This design comes from an exercise in tuning for small area, a short achievable clock period and few clock cycles per item on the open sky130 flow, not from production work. In this exercise RTL edits were held to simulation tests only and were not proved equivalent to the original. No activity file was given, so power comes from the tool's default toggle rates.

==> flow/config.mk <==
export PLATFORM = sky130hd
export DESIGN_NAME = mnist_classifier
export DESIGN_NICKNAME = mnist_classifier
export VERILOG_FILES = /design/flow/design.v
export SDC_FILE = /design/flow/constraint.sdc
export NUM_CORES = 4
export LEC_CHECK = 0
export CAP_MARGIN = 20
export CORE_MARGIN = 2
export CORE_UTILIZATION = 55
export CTS_BUF_LIST = sky130_fd_sc_hd__clkbuf_4 sky130_fd_sc_hd__clkbuf_8
export CTS_CLUSTER_SIZE = 30
export SETUP_SLACK_MARGIN = 5
export SLEW_MARGIN = 20
export SYNTH_MEMORY_MAX_BITS = 32768
==> flow/constraint.sdc <==
create_clock -name core_clock -period 8.0 [get_ports {clk}]
set_input_delay 1.6000 -clock core_clock [delete_from_list [all_inputs] [get_ports {clk}]]
set_output_delay 1.6000 -clock core_clock [all_outputs]
set_load 0.01 [all_outputs]
==> flow/design.v <==
module mnist_classifier (
    input wire clk,
    input wire rst_n,
    input wire start,
    output reg [9:0] ram_addr,
    input wire       ram_data,
    output reg [3:0] prediction,
    output reg       done
);
    localparam IDLE = 2'd0, SCAN = 2'd1, FULL = 2'd2, CMP = 2'd3;
    localparam HW = 8;
    reg [1:0] state;
    reg       full;      
    reg       v;         
    reg [4:0] row, col;  
    reg [9:0] w;         
    reg [9:0] ink;
    reg [7:0] h0;
    reg [6:0] h1;
    reg [7:0] h2;
    reg [7:0] h3;
    reg [7:0] h4;
    reg [7:0] h5;
    reg [7:0] h6;
    reg [7:0] h7;
    reg [7:0] h8;
    reg [7:0] h9;
    reg [2:0] bitk;
    reg [9:1] cand;
    reg       zgt, zlt;
    integer i;
    wire [9:0] wn;
    wire [9:0] ridx = {row, col};
  wire rn21, rn22, rn23, rn24, rn25, rn26, rn27,
      rn28, rn29, rn30, rn31, rn32, rn33, rn34, rn35,
      rn36, rn37, rn38, rn39, rn40, rn41, rn42, rn43,
      rn44, rn45, rn46, rn47, rn48, rn49, rn50, rn51,
      rn52, rn53, rn54, rn55, rn56, rn57, rn58, rn59,
      rn60, rn61, rn62, rn63, rn64, rn65, rn66, rn67,
      rn68, rn69, rn70, rn71, rn72, rn73, rn74, rn75,
      rn76, rn77, rn78, rn79, rn80, rn81, rn82, rn83,
      rn84, rn85, rn86, rn87, rn88, rn89, rn90, rn91,
      rn92, rn93, rn94, rn95, rn96, rn97, rn98, rn99,
      rn100, rn101, rn102, rn103, rn104, rn105, rn106,
      rn107, rn108, rn109, rn110, rn111, rn112, rn113,
      rn114, rn115, rn117, rn118, rn119, rn120, rn121,
      rn122, rn123, rn124, rn125, rn126, rn127, rn128,
      rn129, rn130, rn131, rn132, rn133, rn134, rn135,
      rn136, rn137, rn138, rn139, rn140, rn141, rn142,
      rn143, rn144, rn145, rn146, rn147, rn148, rn149,
      rn150, rn151, rn152, rn153, rn154, rn155, rn156,
      rn157, rn158, rn159, rn160, rn161, rn162, rn163,
      rn164, rn165, rn166, rn167, rn168, rn169, rn170,
      rn171, rn172, rn173, rn174, rn175, rn176, rn177,
      rn178, rn179, rn180, rn181, rn182, rn183, rn184,
      rn185, rn186, rn187, rn188, rn189, rn190, rn191,
      rn192, rn193, rn194, rn195, rn196, rn197, rn198,
      rn199, rn200, rn201, rn202, rn203, rn204, rn205,
      rn206, rn207, rn208, rn209, rn210, rn211, rn213,
      rn214, rn215, rn216, rn217, rn218, rn219, rn220,
      rn221, rn222, rn223, rn224, rn225, rn226, rn227,
      rn228, rn229, rn230, rn231, rn232, rn233, rn234,
      rn235, rn236, rn237, rn238, rn240, rn241, rn242,
      rn243, rn244, rn245, rn246, rn247, rn248, rn249,
      rn250, rn251, rn252, rn253, rn254, rn255, rn256,
      rn257, rn258, rn259, rn260, rn261, rn262, rn263,
      rn264, rn265, rn266, rn267, rn268, rn269, rn270,
      rn271, rn272, rn273, rn274, rn275, rn276, rn277,
      rn278, rn280, rn281, rn282, rn283, rn284, rn285,
      rn286, rn287, rn288, rn289, rn290, rn291, rn292,
      rn293, rn294, rn295, rn296, rn297, rn298, rn299,
      rn300, rn301, rn302, rn303, rn304, rn305, rn306,
      rn307, rn308, rn309, rn310, rn311, rn312, rn314,
      rn315, rn316, rn317, rn318, rn319, rn320, rn321,
      rn322, rn323, rn324, rn325, rn326, rn327, rn328,
      rn329, rn330, rn331, rn332, rn333, rn334, rn335,
      rn336, rn337, rn338, rn339, rn340, rn341, rn342,
      rn343, rn344, rn345, rn346, rn347, rn348, rn349,
      rn350, rn351, rn352, rn353, rn354, rn355, rn357,
      rn358, rn359, rn360, rn361, rn362, rn363, rn364,
      rn365, rn366, rn367, rn368, rn369, rn370, rn371,
      rn372, rn373, rn374, rn375, rn376, rn377, rn378,
      rn379, rn380, rn381, rn382, rn383, rn384, rn385,
      rn386, rn387, rn389, rn390, rn391, rn392, rn393,
      rn394, rn395, rn396, rn397, rn398, rn399, rn400,
      rn401, rn402, rn403, rn404, rn405, rn406, rn407,
      rn408, rn409, rn410, rn411, rn412, rn413, rn414,
      rn415, rn416, rn417, rn418, rn419, rn420, rn421,
      rn422, rn423, rn424, rn426, rn427, rn428, rn429,
      rn430, rn431, rn432, rn433, rn434, rn435, rn436,
      rn437, rn438, rn439, rn440, rn441, rn442, rn443,
      rn444, rn445, rn446, rn448, rn449, rn450, rn451,
      rn452, rn453, rn454, rn455, rn456, rn457, rn458,
      rn459, rn460, rn461, rn462, rn463, rn464, rn465,
      rn466, rn467, rn468, rn469, rn470, rn471, rn472;
    assign rn21 = ~ridx[9] & ridx[7];
    assign rn22 = ridx[5] & rn21;
    assign rn23 = ridx[2] & rn22;
    assign rn24 = ~ridx[1] & ~ridx[0];
    assign rn25 = ~ridx[2] & rn24;
    assign rn26 = ridx[7] & ridx[6];
    assign rn27 = ridx[5] & rn26;
    assign rn28 = ridx[1] & ridx[0];
    assign rn29 = ~ridx[2] & ~rn28;
    assign rn30 = rn26 & ~rn29;
    assign rn31 = ~rn27 & ~rn30;
    assign rn32 = ~rn25 & ~rn31;
    assign rn33 = ridx[2] & ridx[1];
    assign rn34 = ridx[6] & ridx[5];
    assign rn35 = rn33 & ~rn34;
    assign rn36 = ridx[2] & ridx[0];
    assign rn37 = ridx[9] & ~rn36;
    assign rn38 = ~rn35 & rn37;
    assign rn39 = ~rn32 & ~rn38;
    assign rn40 = ~ridx[7] & ~rn34;
    assign rn41 = rn28 & rn40;
    assign rn42 = ridx[4] & ~rn40;
    assign rn43 = ~rn41 & ~rn42;
    assign rn44 = ~rn39 & rn43;
    assign rn45 = ~rn23 & ~rn44;
    assign rn46 = ~ridx[7] & ridx[2];
    assign rn47 = ~ridx[1] & rn46;
    assign rn48 = ~ridx[8] & ~rn47;
    assign rn49 = ~rn45 & rn48;
    assign rn50 = ridx[2] & ~rn24;
    assign rn51 = ridx[7] & rn50;
    assign rn52 = ~ridx[7] & ~ridx[6];
    assign rn53 = ~ridx[0] & rn52;
    assign rn54 = ridx[2] & ~rn53;
    assign rn55 = rn27 & rn28;
    assign rn56 = ~rn54 & ~rn55;
    assign rn57 = ridx[1] & ~rn40;
    assign rn58 = ~rn26 & ~rn57;
    assign rn59 = ~rn56 & ~rn58;
    assign rn60 = ~ridx[9] & ridx[8];
    assign rn61 = ~ridx[6] & ~ridx[5];
    assign rn62 = ~ridx[7] & rn61;
    assign rn63 = ~ridx[4] & rn25;
    assign rn64 = rn62 & rn63;
    assign rn65 = rn60 & ~rn64;
    assign rn66 = ~rn59 & rn65;
    assign rn67 = ~rn51 & rn66;
    assign rn68 = ridx[4] & rn22;
    assign rn69 = ridx[3] & ~rn68;
    assign rn70 = ~rn67 & rn69;
    assign rn71 = ~rn49 & rn70;
    assign rn72 = ~ridx[6] & ~ridx[1];
    assign rn73 = ~ridx[5] & ~ridx[0];
    assign rn74 = rn72 & rn73;
    assign rn75 = rn54 & ~rn74;
    assign rn76 = ~ridx[7] & ~ridx[0];
    assign rn77 = ~rn75 & ~rn76;
    assign rn78 = ridx[4] & ~ridx[3];
    assign rn79 = ~rn77 & rn78;
    assign rn80 = ~ridx[4] & rn60;
    assign rn81 = ~rn40 & rn80;
    assign rn82 = ridx[9] & ~ridx[8];
    assign rn83 = ~rn26 & rn82;
    assign rn84 = ~ridx[3] & ~rn83;
    assign rn85 = ~rn81 & rn84;
    assign rn86 = ~rn79 & ~rn85;
    assign rn87 = ~rn71 & rn86;
    assign rn88 = ~ridx[7] & rn60;
    assign rn89 = ~rn82 & ~rn88;
    assign rn90 = ridx[0] & rn33;
    assign rn91 = ~ridx[7] & ~rn90;
    assign rn92 = ridx[6] & ~ridx[5];
    assign rn93 = ~rn91 & rn92;
    assign rn94 = ~rn89 & rn93;
    assign rn95 = ~ridx[2] & ~ridx[1];
    assign rn96 = rn40 & rn82;
    assign rn97 = ~rn60 & ~rn96;
    assign rn98 = ~rn95 & ~rn97;
    assign rn99 = ~rn22 & ~rn60;
    assign rn100 = ridx[9] & ridx[5];
    assign rn101 = ~ridx[7] & ~rn100;
    assign rn102 = ridx[6] & ~rn33;
    assign rn103 = ~rn101 & rn102;
    assign rn104 = rn99 & ~rn103;
    assign rn105 = ridx[6] & ~ridx[0];
    assign rn106 = rn40 & ~rn105;
    assign rn107 = ~ridx[8] & ~ridx[3];
    assign rn108 = ~rn106 & ~rn107;
    assign rn109 = ridx[9] & ridx[7];
    assign rn110 = ~rn25 & rn109;
    assign rn111 = ~rn108 & ~rn110;
    assign rn112 = ~rn104 & rn111;
    assign rn113 = ~rn98 & ~rn112;
    assign rn114 = ridx[4] & ~rn113;
    assign rn115 = ~rn94 & ~rn114;
    assign wn[0] = rn87 | ~rn115;
    assign rn117 = ~ridx[2] & rn78;
    assign rn118 = rn82 & rn117;
    assign rn119 = ~rn36 & rn61;
    assign rn120 = rn36 & rn72;
    assign rn121 = ~rn119 & ~rn120;
    assign rn122 = rn50 & rn121;
    assign rn123 = ~ridx[3] & ~rn122;
    assign rn124 = ~ridx[4] & ~rn123;
    assign rn125 = ~rn34 & rn124;
    assign rn126 = ~ridx[4] & ridx[3];
    assign rn127 = rn34 & ~rn126;
    assign rn128 = ~rn33 & rn78;
    assign rn129 = ~rn25 & rn128;
    assign rn130 = rn121 & rn129;
    assign rn131 = ~rn127 & ~rn130;
    assign rn132 = ~rn125 & rn131;
    assign rn133 = rn78 & rn105;
    assign rn134 = ~ridx[1] & rn133;
    assign rn135 = ridx[6] & ~ridx[3];
    assign rn136 = ~ridx[4] & ~rn135;
    assign rn137 = ~rn117 & ~rn136;
    assign rn138 = ~rn134 & rn137;
    assign rn139 = ~ridx[5] & ~rn90;
    assign rn140 = ~rn91 & ~rn139;
    assign rn141 = ~rn138 & rn140;
    assign rn142 = rn132 & rn141;
    assign rn143 = ~ridx[4] & rn142;
    assign rn144 = ~rn25 & rn126;
    assign rn145 = ~rn102 & rn144;
    assign rn146 = ~ridx[3] & ~rn90;
    assign rn147 = ridx[6] & rn146;
    assign rn148 = ridx[7] & ~rn34;
    assign rn149 = ~rn147 & rn148;
    assign rn150 = ~rn145 & rn149;
    assign rn151 = ~rn143 & rn150;
    assign rn152 = ~rn40 & rn90;
    assign rn153 = ~rn51 & ~rn152;
    assign rn154 = rn126 & rn153;
    assign rn155 = rn53 & rn95;
    assign rn156 = rn154 & ~rn155;
    assign rn157 = rn132 & ~rn156;
    assign rn158 = ~ridx[7] & ~rn157;
    assign rn159 = ~ridx[6] & ridx[5];
    assign rn160 = ~ridx[6] & ~rn28;
    assign rn161 = ridx[4] & ~rn160;
    assign rn162 = ridx[2] & rn126;
    assign rn163 = ~rn24 & ~rn28;
    assign rn164 = ridx[5] & ~rn163;
    assign rn165 = rn162 & ~rn164;
    assign rn166 = ridx[3] & ~rn102;
    assign rn167 = ~rn165 & rn166;
    assign rn168 = ~rn161 & ~rn167;
    assign rn169 = ~rn159 & ~rn168;
    assign rn170 = ~rn50 & rn78;
    assign rn171 = ~rn50 & rn144;
    assign rn172 = ~rn170 & ~rn171;
    assign rn173 = ~rn169 & rn172;
    assign rn174 = ~ridx[6] & rn126;
    assign rn175 = ~rn173 & rn174;
    assign rn176 = rn61 & rn117;
    assign rn177 = ridx[9] & ~rn176;
    assign rn178 = ~rn175 & rn177;
    assign rn179 = ~rn158 & rn178;
    assign rn180 = ~rn151 & rn179;
    assign rn181 = rn118 & ~rn180;
    assign rn182 = ~ridx[1] & rn181;
    assign rn183 = ~rn26 & rn99;
    assign rn184 = ~rn182 & rn183;
    assign rn185 = ~ridx[8] & rn26;
    assign rn186 = ~rn24 & ~rn185;
    assign rn187 = ~rn58 & rn186;
    assign rn188 = ~ridx[9] & ridx[4];
    assign rn189 = ~ridx[3] & rn188;
    assign rn190 = rn29 & rn189;
    assign rn191 = ~rn187 & rn190;
    assign rn192 = ~rn184 & rn191;
    assign rn193 = ~wn[0] & rn181;
    assign rn194 = rn33 & ~rn99;
    assign rn195 = ~rn56 & rn60;
    assign rn196 = ~rn194 & ~rn195;
    assign rn197 = rn126 & ~rn196;
    assign rn198 = rn82 & rn154;
    assign rn199 = ridx[7] & ~rn61;
    assign rn200 = ridx[0] & rn199;
    assign rn201 = rn95 & ~rn200;
    assign rn202 = ~ridx[2] & rn53;
    assign rn203 = ~rn27 & ~rn202;
    assign rn204 = ~rn201 & rn203;
    assign rn205 = rn198 & rn204;
    assign rn206 = ~rn24 & rn162;
    assign rn207 = ~rn100 & rn185;
    assign rn208 = rn206 & rn207;
    assign rn209 = ~rn205 & ~rn208;
    assign rn210 = ~rn197 & rn209;
    assign rn211 = ~rn193 & rn210;
    assign wn[1] = rn192 | ~rn211;
    assign rn213 = ridx[4] & rn26;
    assign rn214 = ~rn22 & ~rn213;
    assign rn215 = rn138 & ~rn214;
    assign rn216 = ~ridx[8] & ~rn215;
    assign rn217 = ~rn180 & rn216;
    assign rn218 = ~ridx[9] & rn26;
    assign rn219 = ~ridx[1] & rn199;
    assign rn220 = ridx[0] & ~rn27;
    assign rn221 = ~rn219 & rn220;
    assign rn222 = rn117 & ~rn221;
    assign rn223 = rn218 & rn222;
    assign rn224 = rn66 & rn170;
    assign rn225 = ~rn223 & ~rn224;
    assign rn226 = ridx[7] & ~ridx[6];
    assign rn227 = rn73 & rn226;
    assign rn228 = rn144 & ~rn227;
    assign rn229 = ~ridx[1] & ridx[0];
    assign rn230 = rn62 & ~rn229;
    assign rn231 = rn33 & ~rn76;
    assign rn232 = ~ridx[5] & ~ridx[2];
    assign rn233 = rn26 & ~rn232;
    assign rn234 = ~rn231 & ~rn233;
    assign rn235 = ~rn230 & rn234;
    assign rn236 = rn228 & ~rn235;
    assign rn237 = rn225 & ~rn236;
    assign rn238 = ~ridx[9] & ~rn237;
    assign wn[2] = rn217 | rn238;
    assign rn240 = ridx[4] & ~rn222;
    assign rn241 = ridx[5] & ~rn240;
    assign rn242 = wn[2] & rn241;
    assign rn243 = rn226 & rn242;
    assign rn244 = rn56 & rn128;
    assign rn245 = ~rn36 & ~rn200;
    assign rn246 = ~ridx[5] & ~rn245;
    assign rn247 = ~rn29 & rn34;
    assign rn248 = ridx[7] & ~rn95;
    assign rn249 = ~rn33 & ~rn248;
    assign rn250 = ridx[5] & ridx[0];
    assign rn251 = rn226 & rn250;
    assign rn252 = rn249 & ~rn251;
    assign rn253 = ~rn247 & rn252;
    assign rn254 = ~rn246 & rn253;
    assign rn255 = rn126 & ~rn254;
    assign rn256 = ~rn244 & ~rn255;
    assign rn257 = rn60 & ~rn256;
    assign rn258 = ridx[7] & rn82;
    assign rn259 = ~ridx[7] & ~ridx[1];
    assign rn260 = ridx[6] & ridx[1];
    assign rn261 = ~ridx[8] & ~rn260;
    assign rn262 = ridx[6] & rn261;
    assign rn263 = ~rn259 & ~rn262;
    assign rn264 = rn75 & rn263;
    assign rn265 = rn78 & ~rn264;
    assign rn266 = rn258 & rn265;
    assign rn267 = rn28 & rn126;
    assign rn268 = rn61 & rn267;
    assign rn269 = ~rn128 & ~rn268;
    assign rn270 = rn46 & rn82;
    assign rn271 = ~rn269 & rn270;
    assign rn272 = rn170 & rn218;
    assign rn273 = rn185 & ~rn188;
    assign rn274 = ~rn272 & ~rn273;
    assign rn275 = ~rn271 & rn274;
    assign rn276 = ~rn266 & rn275;
    assign rn277 = ~rn257 & rn276;
    assign rn278 = ~rn181 & rn277;
    assign wn[3] = rn243 | ~rn278;
    assign rn280 = rn32 & rn68;
    assign rn281 = ~rn60 & ~rn280;
    assign rn282 = ~ridx[4] & ~ridx[3];
    assign rn283 = ~rn27 & rn282;
    assign rn284 = rn34 & rn283;
    assign rn285 = rn172 & ~rn284;
    assign rn286 = ~rn61 & rn126;
    assign rn287 = ~rn78 & ~rn286;
    assign rn288 = ~ridx[1] & ~rn34;
    assign rn289 = ridx[2] & ~rn288;
    assign rn290 = ~ridx[7] & ~rn289;
    assign rn291 = ~rn287 & rn290;
    assign rn292 = ~rn24 & ~rn121;
    assign rn293 = rn33 & rn282;
    assign rn294 = ~rn126 & ~rn293;
    assign rn295 = ridx[7] & ~rn294;
    assign rn296 = ~rn292 & rn295;
    assign rn297 = ~rn291 & ~rn296;
    assign rn298 = rn285 & rn297;
    assign rn299 = ~rn142 & rn298;
    assign rn300 = ~rn281 & ~rn299;
    assign rn301 = ridx[1] & rn117;
    assign rn302 = ~rn126 & ~rn301;
    assign rn303 = ~ridx[0] & rn301;
    assign rn304 = ridx[6] & ~rn303;
    assign rn305 = ~rn302 & ~rn304;
    assign rn306 = ~rn170 & ~rn293;
    assign rn307 = rn61 & ~rn306;
    assign rn308 = ~rn165 & ~rn307;
    assign rn309 = ~rn305 & rn308;
    assign rn310 = ~ridx[7] & rn82;
    assign rn311 = ~rn309 & rn310;
    assign rn312 = ~rn300 & ~rn311;
    assign wn[4] = rn182 | ~rn312;
    assign rn314 = ridx[3] & rn148;
    assign rn315 = ~rn251 & ~rn314;
    assign rn316 = rn124 & ~rn315;
    assign rn317 = ~rn26 & ~rn72;
    assign rn318 = rn222 & ~rn317;
    assign rn319 = ~rn135 & ~rn159;
    assign rn320 = rn291 & rn319;
    assign rn321 = ~rn228 & ~rn320;
    assign rn322 = ~rn318 & rn321;
    assign rn323 = ~rn316 & rn322;
    assign rn324 = rn60 & ~rn323;
    assign rn325 = ~ridx[0] & ~rn34;
    assign rn326 = ~rn95 & rn218;
    assign rn327 = rn33 & rn82;
    assign rn328 = rn153 & rn327;
    assign rn329 = ~rn326 & ~rn328;
    assign rn330 = ~rn325 & ~rn329;
    assign rn331 = ~ridx[2] & rn258;
    assign rn332 = ~rn330 & ~rn331;
    assign rn333 = rn126 & ~rn332;
    assign rn334 = rn40 & ~rn163;
    assign rn335 = ~rn57 & ~rn334;
    assign rn336 = ~rn61 & ~rn335;
    assign rn337 = rn271 & rn336;
    assign rn338 = ridx[9] & rn90;
    assign rn339 = ~ridx[4] & ~rn338;
    assign rn340 = ~rn100 & ~rn339;
    assign rn341 = ~ridx[1] & ~rn250;
    assign rn342 = ~rn160 & ~rn341;
    assign rn343 = rn117 & ~rn342;
    assign rn344 = rn33 & ~rn185;
    assign rn345 = ~rn162 & ~rn344;
    assign rn346 = ~rn343 & rn345;
    assign rn347 = ~rn340 & rn346;
    assign rn348 = ridx[3] & ~rn24;
    assign rn349 = ~ridx[4] & rn258;
    assign rn350 = ~rn348 & rn349;
    assign rn351 = ~rn185 & ~rn350;
    assign rn352 = ~rn347 & ~rn351;
    assign rn353 = ~rn337 & ~rn352;
    assign rn354 = ~rn333 & rn353;
    assign rn355 = ~rn324 & rn354;
    assign wn[5] = rn181 | ~rn355;
    assign rn357 = ~ridx[4] & rn90;
    assign rn358 = ~rn128 & ~rn133;
    assign rn359 = ~rn357 & rn358;
    assign rn360 = rn36 & rn61;
    assign rn361 = ridx[7] & ~rn360;
    assign rn362 = ~rn359 & rn361;
    assign rn363 = ~rn62 & ~rn334;
    assign rn364 = rn95 & ~rn363;
    assign rn365 = ~rn52 & rn231;
    assign rn366 = rn126 & ~rn365;
    assign rn367 = ~rn364 & rn366;
    assign rn368 = ~rn362 & ~rn367;
    assign rn369 = rn60 & ~rn368;
    assign rn370 = ridx[4] & ~rn199;
    assign rn371 = ~rn206 & ~rn370;
    assign rn372 = ~rn343 & rn371;
    assign rn373 = ~ridx[8] & ~rn372;
    assign rn374 = ~rn23 & ~rn30;
    assign rn375 = rn126 & ~rn374;
    assign rn376 = ~rn82 & ~rn375;
    assign rn377 = ~rn373 & rn376;
    assign rn378 = ~rn369 & rn377;
    assign rn379 = rn151 & rn222;
    assign rn380 = ridx[4] & ridx[2];
    assign rn381 = rn146 & ~rn380;
    assign rn382 = ~rn169 & ~rn381;
    assign rn383 = rn128 & ~rn132;
    assign rn384 = ~rn382 & ~rn383;
    assign rn385 = ~ridx[7] & ~rn384;
    assign rn386 = rn178 & ~rn385;
    assign rn387 = ~rn379 & rn386;
    assign wn[6] = ~rn378 & ~rn387;
    assign rn389 = ridx[7] & ~rn132;
    assign rn390 = rn118 & rn249;
    assign rn391 = ~rn336 & rn390;
    assign rn392 = ~rn389 & rn391;
    assign rn393 = rn267 & rn331;
    assign rn394 = ~rn27 & rn60;
    assign rn395 = ridx[6] & ~ridx[2];
    assign rn396 = rn22 & rn395;
    assign rn397 = ~rn394 & ~rn396;
    assign rn398 = rn128 & ~rn397;
    assign rn399 = rn82 & rn162;
    assign rn400 = ~ridx[1] & rn76;
    assign rn401 = rn399 & ~rn400;
    assign rn402 = ~rn398 & ~rn401;
    assign rn403 = rn153 & ~rn402;
    assign rn404 = ~rn393 & ~rn403;
    assign rn405 = ~rn34 & rn339;
    assign rn406 = ~rn282 & ~rn405;
    assign rn407 = ridx[3] & rn90;
    assign rn408 = rn21 & ~rn407;
    assign rn409 = ridx[8] & ~rn408;
    assign rn410 = ~rn406 & rn409;
    assign rn411 = ridx[8] & ridx[7];
    assign rn412 = ~rn46 & ~rn411;
    assign rn413 = ~rn231 & ~rn412;
    assign rn414 = ~ridx[8] & ~ridx[5];
    assign rn415 = ~rn413 & ~rn414;
    assign rn416 = ~ridx[9] & ~rn415;
    assign rn417 = ridx[8] & rn338;
    assign rn418 = rn48 & ~rn248;
    assign rn419 = ridx[6] & rn126;
    assign rn420 = ~rn418 & rn419;
    assign rn421 = ~rn417 & rn420;
    assign rn422 = ~rn416 & rn421;
    assign rn423 = ~rn410 & ~rn422;
    assign rn424 = rn404 & rn423;
    assign wn[7] = rn392 | ~rn424;
    assign rn426 = ridx[5] & ~wn[3];
    assign rn427 = ~rn87 & rn261;
    assign rn428 = ~ridx[6] & ~rn250;
    assign rn429 = rn40 & ~rn428;
    assign rn430 = rn144 & ~rn429;
    assign rn431 = ~rn427 & rn430;
    assign rn432 = ~rn426 & rn431;
    assign rn433 = ridx[4] & rn62;
    assign rn434 = ~rn291 & ~rn433;
    assign rn435 = ~rn216 & ~rn434;
    assign rn436 = ~ridx[9] & ~rn435;
    assign rn437 = rn152 & rn283;
    assign rn438 = ~rn303 & ~rn437;
    assign rn439 = ~rn156 & rn438;
    assign rn440 = rn216 & rn439;
    assign rn441 = ~rn436 & ~rn440;
    assign rn442 = ridx[8] & ridx[6];
    assign rn443 = rn28 & rn442;
    assign rn444 = rn265 & ~rn443;
    assign rn445 = ~rn184 & rn444;
    assign rn446 = ~rn441 & ~rn445;
    assign wn[8] = rn432 | ~rn446;
    assign rn448 = rn242 & rn390;
    assign rn449 = rn52 & ~rn87;
    assign rn450 = rn226 & rn341;
    assign rn451 = ridx[6] & ridx[3];
    assign rn452 = ~rn341 & rn451;
    assign rn453 = ~rn450 & ~rn452;
    assign rn454 = ridx[2] & ~rn28;
    assign rn455 = ~rn453 & rn454;
    assign rn456 = ~ridx[7] & ridx[5];
    assign rn457 = rn146 & ~rn456;
    assign rn458 = rn80 & ~rn457;
    assign rn459 = ~rn455 & rn458;
    assign rn460 = ~rn449 & rn459;
    assign rn461 = rn121 & rn399;
    assign rn462 = rn352 & rn461;
    assign rn463 = ~rn50 & ~rn62;
    assign rn464 = rn198 & ~rn463;
    assign rn465 = ~ridx[5] & ~rn50;
    assign rn466 = rn126 & ~rn465;
    assign rn467 = ~rn329 & rn466;
    assign rn468 = ~rn464 & ~rn467;
    assign rn469 = rn225 & rn468;
    assign rn470 = ~rn462 & rn469;
    assign rn471 = ~rn392 & rn470;
    assign rn472 = ~rn460 & rn471;
    assign wn[9] = rn448 | ~rn472;
    reg [4:0] cpre, nstart;
    reg [9:0] naddr;
    always @(*) begin
        cpre = 5'd0; nstart = 5'd0; naddr = 10'd0;
        if (row == 5'd4) begin cpre = 5'd17; nstart = 5'd9; naddr = 10'd149; end
        if (row == 5'd5) begin cpre = 5'd19; nstart = 5'd8; naddr = 10'd176; end
        if (row == 5'd6) begin cpre = 5'd21; nstart = 5'd7; naddr = 10'd203; end
        if (row == 5'd7) begin cpre = 5'd21; nstart = 5'd7; naddr = 10'd231; end
        if (row == 5'd8) begin cpre = 5'd21; nstart = 5'd6; naddr = 10'd258; end
        if (row == 5'd9) begin cpre = 5'd22; nstart = 5'd6; naddr = 10'd286; end
        if (row == 5'd10) begin cpre = 5'd22; nstart = 5'd7; naddr = 10'd315; end
        if (row == 5'd11) begin cpre = 5'd22; nstart = 5'd6; naddr = 10'd342; end
        if (row == 5'd12) begin cpre = 5'd23; nstart = 5'd6; naddr = 10'd370; end
        if (row == 5'd13) begin cpre = 5'd23; nstart = 5'd5; naddr = 10'd397; end
        if (row == 5'd14) begin cpre = 5'd22; nstart = 5'd5; naddr = 10'd425; end
        if (row == 5'd15) begin cpre = 5'd22; nstart = 5'd5; naddr = 10'd453; end
        if (row == 5'd16) begin cpre = 5'd22; nstart = 5'd4; naddr = 10'd480; end
        if (row == 5'd17) begin cpre = 5'd21; nstart = 5'd4; naddr = 10'd508; end
        if (row == 5'd18) begin cpre = 5'd21; nstart = 5'd5; naddr = 10'd537; end
        if (row == 5'd19) begin cpre = 5'd21; nstart = 5'd5; naddr = 10'd565; end
        if (row == 5'd20) begin cpre = 5'd20; nstart = 5'd5; naddr = 10'd593; end
        if (row == 5'd21) begin cpre = 5'd19; nstart = 5'd6; naddr = 10'd622; end
        if (row == 5'd22) begin cpre = 5'd17; nstart = 5'd7; naddr = 10'd651; end
        if (row == 5'd23) begin cpre = 5'd16; nstart = 5'd10; naddr = 10'd682; end
        if (row == 5'd24) begin cpre = 5'd14; nstart = 5'd11; naddr = 10'd123; end
    end
    reg seg_end;     
    wire last = seg_end && (row == 5'd24);
    wire pix = v & ram_data;
    reg [9:0] hb;
    always @(*) begin
        hb[0] = h0[bitk];
        hb[1] = (bitk < 3'd7) & h1[bitk[2:0]];
        hb[2] = h2[bitk];
        hb[3] = h3[bitk];
        hb[4] = h4[bitk];
        hb[5] = h5[bitk];
        hb[6] = h6[bitk];
        hb[7] = h7[bitk];
        hb[8] = h8[bitk];
        hb[9] = h9[bitk];
    end
    wire any = |(cand & hb[9:1]);
    wire [9:1] cand_n = any ? (cand & hb[9:1]) : cand;
    wire zgt_n = zgt | (!zlt & hb[0] & !any);
    wire zlt_n = zlt | (!zgt & !hb[0] & any);
    reg [3:0] best;
    always @(*) begin
        best = 4'd0;
        for (i = 9; i >= 1; i = i - 1) if (cand_n[i]) best = i;
        if (zgt_n) best = 4'd0;
    end
    wire pass = ink >= 10'd5 && ink <= (full ? 10'd700 : 10'd250);
    always @(posedge clk) begin
        if (!rst_n) begin
            state <= IDLE; done <= 1'b0; v <= 1'b0; full <= 1'b0;
            row <= 5'd4; col <= 5'd11; ram_addr <= 10'd123; seg_end <= 1'b0;
        end else begin
            done <= 1'b0;
            case (state)
                IDLE: if (start) begin
                    state <= SCAN; v <= 1'b1; full <= 1'b0;
                end
                SCAN: if (last) state <= CMP;
                FULL: begin
                    v <= 1'b1;
                    ram_addr <= ram_addr + 10'd1;
                    if (ram_addr == 10'd783) state <= CMP;
                end
                CMP: begin
                    v <= 1'b0;
                    if (!v && bitk == 3'd0) begin
                        if (pass || full) begin
                            prediction <= pass ? best : 4'd15;
                            done <= 1'b1; state <= IDLE;
                        end else begin
                            state <= FULL; full <= 1'b1; ram_addr <= 10'd0;
                        end
                    end
                end
            endcase
            if ((state == IDLE && start) || state == SCAN) begin
                seg_end <= !seg_end && (col == cpre);
                if (seg_end) begin
                    row <= (row == 5'd24) ? 5'd4 : row + 5'd1;
                    col <= nstart; ram_addr <= naddr;
                end else begin
                    col <= col + 5'd1; ram_addr <= ram_addr + 10'd1;
                end
            end
            if (state == CMP && !v && bitk == 3'd0 && (pass || full)) ram_addr <= 10'd123;
        end
    end
    always @(posedge clk) begin
        w <= (state == FULL) ? 10'd0 : wn;
        if (state == IDLE || (state == CMP && !v && bitk == 3'd0)) ink <= 10'd0;
        else if (pix) ink <= ink + 10'd1;
        if (state == IDLE) h0 <= 8'd0;
        else if (pix & w[0]) h0 <= h0 + 8'd1;
        if (state == IDLE) h1 <= 7'd0;
        else if (pix & w[1]) h1 <= h1 + 7'd1;
        if (state == IDLE) h2 <= 8'd0;
        else if (pix & w[2]) h2 <= h2 + 8'd1;
        if (state == IDLE) h3 <= 8'd0;
        else if (pix & w[3]) h3 <= h3 + 8'd1;
        if (state == IDLE) h4 <= 8'd0;
        else if (pix & w[4]) h4 <= h4 + 8'd1;
        if (state == IDLE) h5 <= 8'd0;
        else if (pix & w[5]) h5 <= h5 + 8'd1;
        if (state == IDLE) h6 <= 8'd0;
        else if (pix & w[6]) h6 <= h6 + 8'd1;
        if (state == IDLE) h7 <= 8'd0;
        else if (pix & w[7]) h7 <= h7 + 8'd1;
        if (state == IDLE) h8 <= 8'd0;
        else if (pix & w[8]) h8 <= h8 + 8'd1;
        if (state == IDLE) h9 <= 8'd0;
        else if (pix & w[9]) h9 <= h9 + 8'd1;
        if (state != CMP || v) begin
            bitk <= HW - 1; cand <= {9{1'b1}}; zgt <= 1'b0; zlt <= 1'b0;
        end else begin
            bitk <= bitk - 3'd1; cand <= cand_n; zgt <= zgt_n; zlt <= zlt_n;
        end
    end
endmodule
==> flow/run.sh <==
#!/bin/bash
# synth_recipe.tcl (not shown) runs the flow's synth.tcl, then flattens the netlist and writes it again
# the make line also repeats each setting of config.mk as NAME=value (left out here)
make -C /OpenROAD-flow-scripts/flow DESIGN_CONFIG=/design/flow/config.mk WORK_HOME=/design/flow/orfs CLKGATE_MAP_FILE= SYNTH_SCRIPT=/design/flow/synth_recipe.tcl finish
==> summary.md, run 1 <==
| Metric | Value |
|---|---|
| Largest net degree at the start of global routing | `84` |
| Required time of the worst setup path | `8370 ps` |
| Htree depth | `4` |
| NumNets Final | `1291` |
| Slew Viols, Final | `0` |
| Input/output buffers | `18` |
| Placed instance count | `1397` |
| Fmax achieved | `325 MHz` |
| Total grt overflow | `0` |
| RSZ-0062 raised after global routing | `true` |
| Crit-path cells | `buf_6 -> clkinvlp_4 -> nor2_1 -> nand3_1 -> nor4_1 -> nor2_1 -> o2111a_1 -> o22ai_1` |
| Hold-fix buffers at CTS | `0` |
| Power Density | `211 mW/mm^2` |
| CP max-delay cell | `nor2_1` |
| Clock buffer depth | `2` |
| Syn Inst Count | `1227` |
| Fin. Hold Viols | `0` |
| 1st-iter DRT viols | `1137` |
| EDFF count, synth | `4` |
| Tmin final | `3080 ps` |
| WL final | `29300 um` |
| Avg Synthesized Cell Area | `7.96 sq um` |
| Clock Tree Root | `clkbuf_8` |
| Final setup fails | `0` |
| Share of layout cells above drive strength 1 | `16.4%` |
| DIE HEIGHT | `137 um` |
| Setup TNS | `0 ps` |
| Syn-to-layout area delta | `15.9%` |
| Core area | `0.0174 sq mm` |
| Worst-path fanout max | `37` |
| Syn nets | `1272` |
| Site Rows | `48` |
| Most common cell after layout, fill and taps aside | `nor2_1` |
| Status | `finished clean` |
| Antenna cell count | `0` |
| WP data arrival | `3450 ps` |
| Post-DRT Antenna Nets | `0` |
| CP endpoint kind | `register` |
| Yosys reg bits | `143` |
| Hold slack | `493 ps` |
| Most frequent cells in the layout | `nor2_1 (156), dfxtp_1 (123), nand2_1 (95)` |
| Total Routing Usage GR | `31.3%` |
| R2R setup slack | `4920 ps` |
| Final Instance Count excl. Fillers | `1484` |
| Latest clock arrival within the worst-skew pair | `450 ps` |
| Vias | `9613` |
| Worst reg2reg path endpoint | `w[9]` |
| First-pass GRT wire length | `46700 um` |
| Most used DFF post-synth | `dfxtp_1` |
| Normalized max-slew margin | `33.7%` |
| Clk_skew | `15.8 ps` |
| Min-Delay Path Class | `reg2reg` |
| IO Pins | `19` |
| Reg clk slew, reported paths | `80 ps` |
| Initial antenna violation count | `0` |
| Die width | `137 um` |
| WL per Instance | `19.7 um` |
| Most frequent CP cell | `nor2_1` |
| CP startpoint kind | `register` |
| Yosys cell types | `77` |
| Setup crit start | `row[4]` |
| Mapped Area | `0.00977 sq mm` |
| Measured slew at the worst slew-check pin | `991 ps` |
| Worst Setup EP | `w[9]` |
| Crit path kind | `reg2reg` |
| Die Area | `0.0188 sq mm` |
| Num CTS Buffers | `17` |
| Final Cycle Share | `38.5%` |
| Reg2Reg Depth | `8` |
| Hpwl dp | `19000 um` |
| Detailed Routing Iterations Pass 1 | `6` |
| Clk sinks | `143` |
| R2r startpoint | `row[4]` |
| Peak supply drop | `0.000166 V` |
| CP max stage delay | `790 ps` |
| CTS tree | `done` |
| RD Place Congestion | `0.990` |
| Synth Warn # | `1` |
| Post-synthesis sequential area ratio | `29.7%` |
| FFs w/ async S/R, synth | `0%` |
| Number of remaining DRC errors | `0` |
| LEAKAGE | `4.34 nW` |
| Initial Util | `56.3%` |
| Max-cap viol count | `0` |
| Post-DR vias/cell | `6.48` |
| Vias in the first global route | `9067` |
## synth_stat cells (13+ instances only)
library cell  number  area [sq um]
mux2i_1           18           180
nand4_1           25           156
buf_1             13          48.8
o21ai_0           71           355
nor2_1           160           601
nor3_1            21           105
o211ai_1          17           128
a31oi_1           15          93.8
nand3_1           56           280
xnor2_1           30           263
xor2_1            56           490
and3_1            25           156
nand2_1           97           364
a21oi_1           76           380
o22ai_1           14          87.6
inv_1             28           105
clkbuf_1          63           236
nand2b_1          25           156
ha_1              41           513
nor2b_1           18           113
dfxtp_1          139          2780
## how the worst min path moves through the flow
stage / slack, ps / startpoint / to / cells after the start
floorplan: 460 / h1[1] / h1[1] / 2
global placement: 480 / zlt / zlt / 2
detailed placement: 480 / h1[1] / h1[1] / 2
CTS: 500 / h1[1] / h1[1] / 2
global route: 530 / h1[1] / h1[1] / 2
finish: 490 / h1[1] / h1[1] / 2
## layout make-up
class | count | area, sq um
clock buffers | 18 | 248
clock inverters | 14 | 179
fillers | 1511 | 6040
inverters | 32 | 149
multi-input cells | 963 | 6710
flip-flops and latches | 143 | 2940
well taps | 225 | 282
repair buffers | 89 | 821
## logic make-up after synthesis
group	count (synthesis)	synth area share, %
AND/OR/NAND/NOR	482	24.1
flip-flops	143	29.7
AO/OA/AOI/OAI	311	21.0
multiplexers	43	7.22
buffers and inverters	121	5.03
XOR/XNOR	86	7.71
adder cells (fa/ha/maj)	41	5.25
## layer usage
metal	up-vias	global-route usage, %	share of wire (%)
li1	4508	-	-
met1	4419	40.0	41
met2	545	48.6	45
met3	141	7.28	8.8
met4	0	17.9	5.1
met5	-	0	0
## power breakdown
part	leakage, nW	total (mW)	internal (mW)	switching (mW)
clock network	0.215	0.617	0.323	0.295
logic	2.96	0.947	0.352	0.594
registers	1.16	0.824	0.762	0.0622
total	4.34	2.39	1.44	0.951
## metrics by stage
| step | setup slack (ps) | power [mW] | cell area [sq um] | utilization [%] |
|---|---|---|---|---|
| 2_1_floorplan | 4980 | 1.39 | 9780 | - |
| 3_3_place_gp | 3570 | 1.65 | 9980 | 57.5 |
| 3_5_place_dp | 3490 | 1.64 | 9980 | 57.5 |
| 4_1_cts | 4860 | 2.32 | 11000 | 63.7 |
| 5_1_grt | 4890 | 2.51 | 11300 | 65.2 |
| 6_report | 4920 | 2.39 | 11300 | 65.2 |
## registers in the layout, indices dropped and copies added (netlist names), 4 cells and up
register and count:
h1 7, h7 8, row 5, h4 8, ram_addr 10, h8 8
ink 10, h5 8, prediction 4, h9 8, h6 8, h2 8
cand 9, h3 8, h0 8, w 10, col 5
## what timing repair did
action,CTS,global route
gates resized for setup,92,42
pin swaps,15,6
endpoints found under the setup margin,57,26
gates cloned,1,1
setup buffers,43,10
## worst max-delay path: cells and delay by family (launching register included)
| kind | cells | cell delay (ps) |
|---|---|---|
| DFF | 1 | 330 |
| and+or+nand+nor | 4 | 1820 |
| AOI/OAI and AO/OA | 2 | 320 |
| buffers and inverters | 2 | 530 |
Testbench counts, summed over its fixed seeds: cycles 65,864, items 192.
==> run 2: changes to the inputs <==
==> flow/flow/run.sh (new file) <==
#!/bin/bash
# Standard layout, with the setup repair aiming at 5.5 ns of slack instead of 5.
bash standard.sh SETUP_SLACK_MARGIN=5.5 finish > standard_flow.log 2>&1
==> flow/standard.sh (new file) <==
#!/bin/bash
# synth_recipe.tcl (not shown) runs the flow's synth.tcl, then flattens the netlist and writes it again
# the make line also repeats each setting of config.mk as NAME=value (left out here)
make -C /OpenROAD-flow-scripts/flow DESIGN_CONFIG=/design/flow/config.mk WORK_HOME=/design/flow/orfs CLKGATE_MAP_FILE= SYNTH_SCRIPT=/design/flow/synth_recipe.tcl "${@:-finish}"
--- a/flow/config.mk
+++ b/flow/config.mk
@@ -8,8 +8,6 @@
 export CAP_MARGIN = 20
 export CORE_MARGIN = 2
 export CORE_UTILIZATION = 55
-export CTS_BUF_LIST = sky130_fd_sc_hd__clkbuf_4 sky130_fd_sc_hd__clkbuf_8
-export CTS_CLUSTER_SIZE = 30
 export SETUP_SLACK_MARGIN = 5
 export SLEW_MARGIN = 20
 export SYNTH_MEMORY_MAX_BITS = 32768
removed: flow/run.sh
==> run 2 against run 1 <==
Still clean. Synthesized cell count is the same. Critical path depth is 5 higher. Clock power increased by 24%. Global-route usage is 1.2 points higher. Die area unchanged. Combinational power rose by 14%. Clock skew down 5.8 ps. Sequential share of layout area decreased by 1.4 points. Non-clock buffer count is 23 higher. Register-to-register slack gained 290 ps. Cell area is 6.4% higher. Synthesized area stayed put. Largest cell class unchanged. Largest power group unchanged. Highest routed layer unchanged.
==> summary.md, run 2 <==
| Metric | Value |
|---|---|
| Post-DR vias/cell | `6.61` |
| Crit path depth | `13` |
| WL per Instance | `20.9 um` |
| Fin. Hold Viols | `0` |
| Final setup fails | `0` |
| Latest clock arrival within the worst-skew pair | `420 ps` |
| CP max-delay cell | `or4_1` |
| Biggest regs | `ink: 10 flops, ram_addr: 10 flops, w: 10 flops` |
| Clock power frac | `28.6%` |
| Setup TNS | `0 ps` |
| Num CTS Buffers | `17` |
| Clock Tree Root | `clkbuf_16` |
| Input/output buffers | `18` |
| Power Density | `223 mW/mm^2` |
| Synth top area cells | `dfxtp_1 (28%), nor2_1 (6.1%), ha_1 (5.3%), xor2_1 (5.0%), a21oi_1 (3.9%)` |
| Most common cell after layout, fill and taps aside | `nor2_1` |
| Yosys cell types | `77` |
| Measured slew at the worst slew-check pin | `806 ps` |
| Register area | `0.00296 sq mm` |
| Detailed Routing Iterations Pass 1 | `7` |
| Initial Util | `56.3%` |
| FFs w/ async S/R, synth | `0%` |
| Post-synth top area share | `28.5%` |
| CP top delay family | `simple AND/OR/NAND/NOR gates` |
| Combinational power share | `40.1%` |
| Die width | `137 um` |
| WL final | `31400 um` |
| Syn Inst Count | `1227` |
| Yosys reg bits | `143` |
| LEAKAGE | `4.54 nW` |
| Most frequent CP cell | `ha_4` |
| Core area | `0.0174 sq mm` |
| Syn nets | `1272` |
| RSZ-0062 raised after global routing | `true` |
| Htree depth | `4` |
| Initial antenna violation count | `1` |
| Int Power | `1.63 mW` |
| Synth Warn # | `1` |
| Min-Delay Path Class | `reg2reg` |
| Most frequent cells in the layout | `nor2_1 (152), dfxtp_1 (118), nand2_1 (91)` |
| Share of layout cells above drive strength 1 | `24.2%` |
| Crit path kind | `reg2reg` |
| Worst Hold Depth | `2` |
| NumNets Final | `1315` |
| FILL cells | `1371` |
| Peak supply drop | `0.000192 V` |
| IO Pins | `19` |
| First-pass GRT wire length | `48000 um` |
| Clock buffer depth | `2` |
| Cell with the most instances after synthesis | `nor2_1` |
| Post-synthesis sequential area ratio | `29.7%` |
| Most used DFF post-synth | `dfxtp_1` |
| Area of the multi-input gates | `0.00701 sq mm` |
| Slew Viols, Final | `0` |
| EDFF count, synth | `4` |
| Vias in the first global route | `8982` |
| Worst-path fanout max | `7` |
| Switch Pwr | `1.05 mW` |
| Site Rows | `48` |
| Required time of the worst setup path | `8370 ps` |
| Vias | `9963` |
| Clk sinks | `143` |
| Utilization after layout | `69.4%` |
| Die Area | `0.0188 sq mm` |
| DIE HEIGHT | `137 um` |
| CP bufs+invs | `3` |
| Antenna cell count | `0` |
| 1st-iter DRT viols | `1341` |
| Fmax achieved | `358 MHz` |
| CP max stage delay | `480 ps` |
| Seq pwr share | `31.2%` |
| CP startpoint kind | `register` |
| RD Place Congestion | `1.01` |
| Clk_skew | `10.0 ps` |
| Number of remaining DRC errors | `0` |
| Syn-to-layout area delta | `23.3%` |
| Avg Synthesized Cell Area | `7.96 sq um` |
| Largest net degree at the start of global routing | `84` |
| Area leader, netlist | `dfxtp_1` |
| Switch share | `39.2%` |
| Tot Pwr | `2.68 mW` |
| Final Cycle Share | `34.9%` |
| CP endpoint kind | `register` |
| Total Routing Usage GR | `32.5%` |
| WP data arrival | `3160 ps` |
| Reg2Reg Depth | `13` |
| Crit-path cells | `buf_12 -> ha_4 -> clkinvlp_4 -> nor2_4 -> ha_4 -> inv_1 -> o221ai_1 -> o311ai_2 -> a22o_1 -> and3_1 -> or4_1 -> nor4_2 -> o21a_1` |
| Post-DRT Antenna Nets | `0` |
| Synth top cells by count | `nor2_1 (160), dfxtp_1 (139), nand2_1 (97)` |
| CTS tree | `done` |
| Max-cap viol count | `0` |
| Total grt overflow | `0` |
| Hpwl dp | `19200 um` |
| Mapped Area | `0.00977 sq mm` |
| Tmin final | `2790 ps` |
| Status | `finished clean` |
| Reg clk slew, reported paths | `60 ps` |
| Normalized max-slew margin | `45.8%` |
[run 2: changes by cell type in the layout (fill, tap and decap cells not counted), moves of 7 or more]
cell and change:
and4_1 -9, and4_4 +9, buf_4 +15, buf_6 +7
clkbuf_16 +17, clkbuf_8 -17, dlygate4sd2_1 -8, mux4_1 -8
mux4_2 +8, o21ai_0 -11
[run 2: power groups by stage]
stage               registers [mW]  logic, mW  clock network [mW]
floorplan                    0.822      0.641                   0
finish                       0.838       1.08               0.768
global route                 0.844       1.13               0.810
global placement             0.839      0.855                   0
CTS                          0.829      0.980               0.778
detailed placement           0.836      0.841                   0
[run 2: kinds of logic after synthesis]
logic type                 count (synthesis)  share of synthesized area [%]
DFF                                      143                           29.7
muxes                                     43                           7.22
adders and majority gates                 41                           5.25
and+or+nand+nor                          482                           24.1
xor gates and xnor gates                  86                           7.71
buffers and inverters                    121                           5.03
AOI/OAI and AO/OA                        311                           21.0
[run 2: cell type report]
type                    instances  area share [%]
multi-input cells             964            58.2
flip-flops and latches        143            24.6
repair buffers                112            8.70
clock buffers                  20            3.71
well taps                     225            2.34
inverters                      32            1.46
clock inverters                12            1.01
[run 2: routing by layer]
metal	up-vias	global-route usage, %	share of wire (%)
li1	4550	-	-
met1	4605	43.7	41
met2	637	49.6	44
met3	171	8.02	10
met4	0	14.0	5.0
met5	-	0	0
[run 2: tightest hold or removal path, cell delays in order, from the launching register on]
cell	delay, ps
dfxtp_1	330
nand2_1	60
a21oi_1	50
[run 2: final timing paths]
| kind | end | slack, ps | from |
|---|---|---|---|
| setup / recovery | seg_end | 5210 | row[1] |
| hold / removal | h1[1] | 490 | h1[1] |
| setup reg to reg | seg_end | 5210 | row[1] |
| hold reg to reg | h1[1] | 490 | h1[1] |
[run 2: through the flow]
step / hold slack [ps] / instance area (sq um) / worst slack [ps] / std cells
2_1_floorplan: 464 / 10200 / 5200 / 1227
3_3_place_gp: 480 / 10200 / 4220 / 1393
3_5_place_dp: 488 / 10200 / 4210 / 1393
4_1_cts: 496 / 11700 / 5240 / 1488
5_1_grt: 515 / 12000 / 5100 / 1508
6_report: 491 / 12000 / 5210 / 1508
[run 2: timing repair]
| action | CTS | global route |
|---|---|---|
| cloned | 2 | 1 |
| endpoints found under the hold margin | 0 | 0 |
| endpoints found under the setup margin | 158 | 66 |
| resized for setup | 201 | 46 |
| hold buffers | 0 | 0 |
| pin swaps | 33 | 39 |
| setup buffers | 61 | 19 |

what the ideal ports hide:
In the flow no input, the clock included, has a driving cell. The finished layouts below were timed again as built, in two steps. Step 1 (the two cells are an assumption about what drives the block):
set clk [get_ports {clk}]
set_driving_cell -lib_cell sky130_fd_sc_hd__clkbuf_16 $clk
set_driving_cell -lib_cell sky130_fd_sc_hd__buf_2 [delete_from_list [all_inputs] $clk]
Step 2 also shifts input and output timing later by t, the mid clock arrival at the registers, as if the neighbouring blocks saw the same clock. Slacks: ideal / step 1 / step 2; pairs: ideal / step 1.
run	t (ns)	setup WS [ns]	worst setup path after step 2	latest minus earliest clock arrival (ns)	worst data-port slew with drivers (ns)
run 1	0.483	4.920 / 4.920 / 4.603	input to register	0.017 / 0.017	0.03
run 2	0.465	5.206 / 5.206 / 5.119	input to register	0.010 / 0.010	0.06
After both steps setup and hold are still met in every run listed. The setup slack of run 1, which loses most, moves by 0.000 ns with the drivers and by -0.317 ns with both steps.
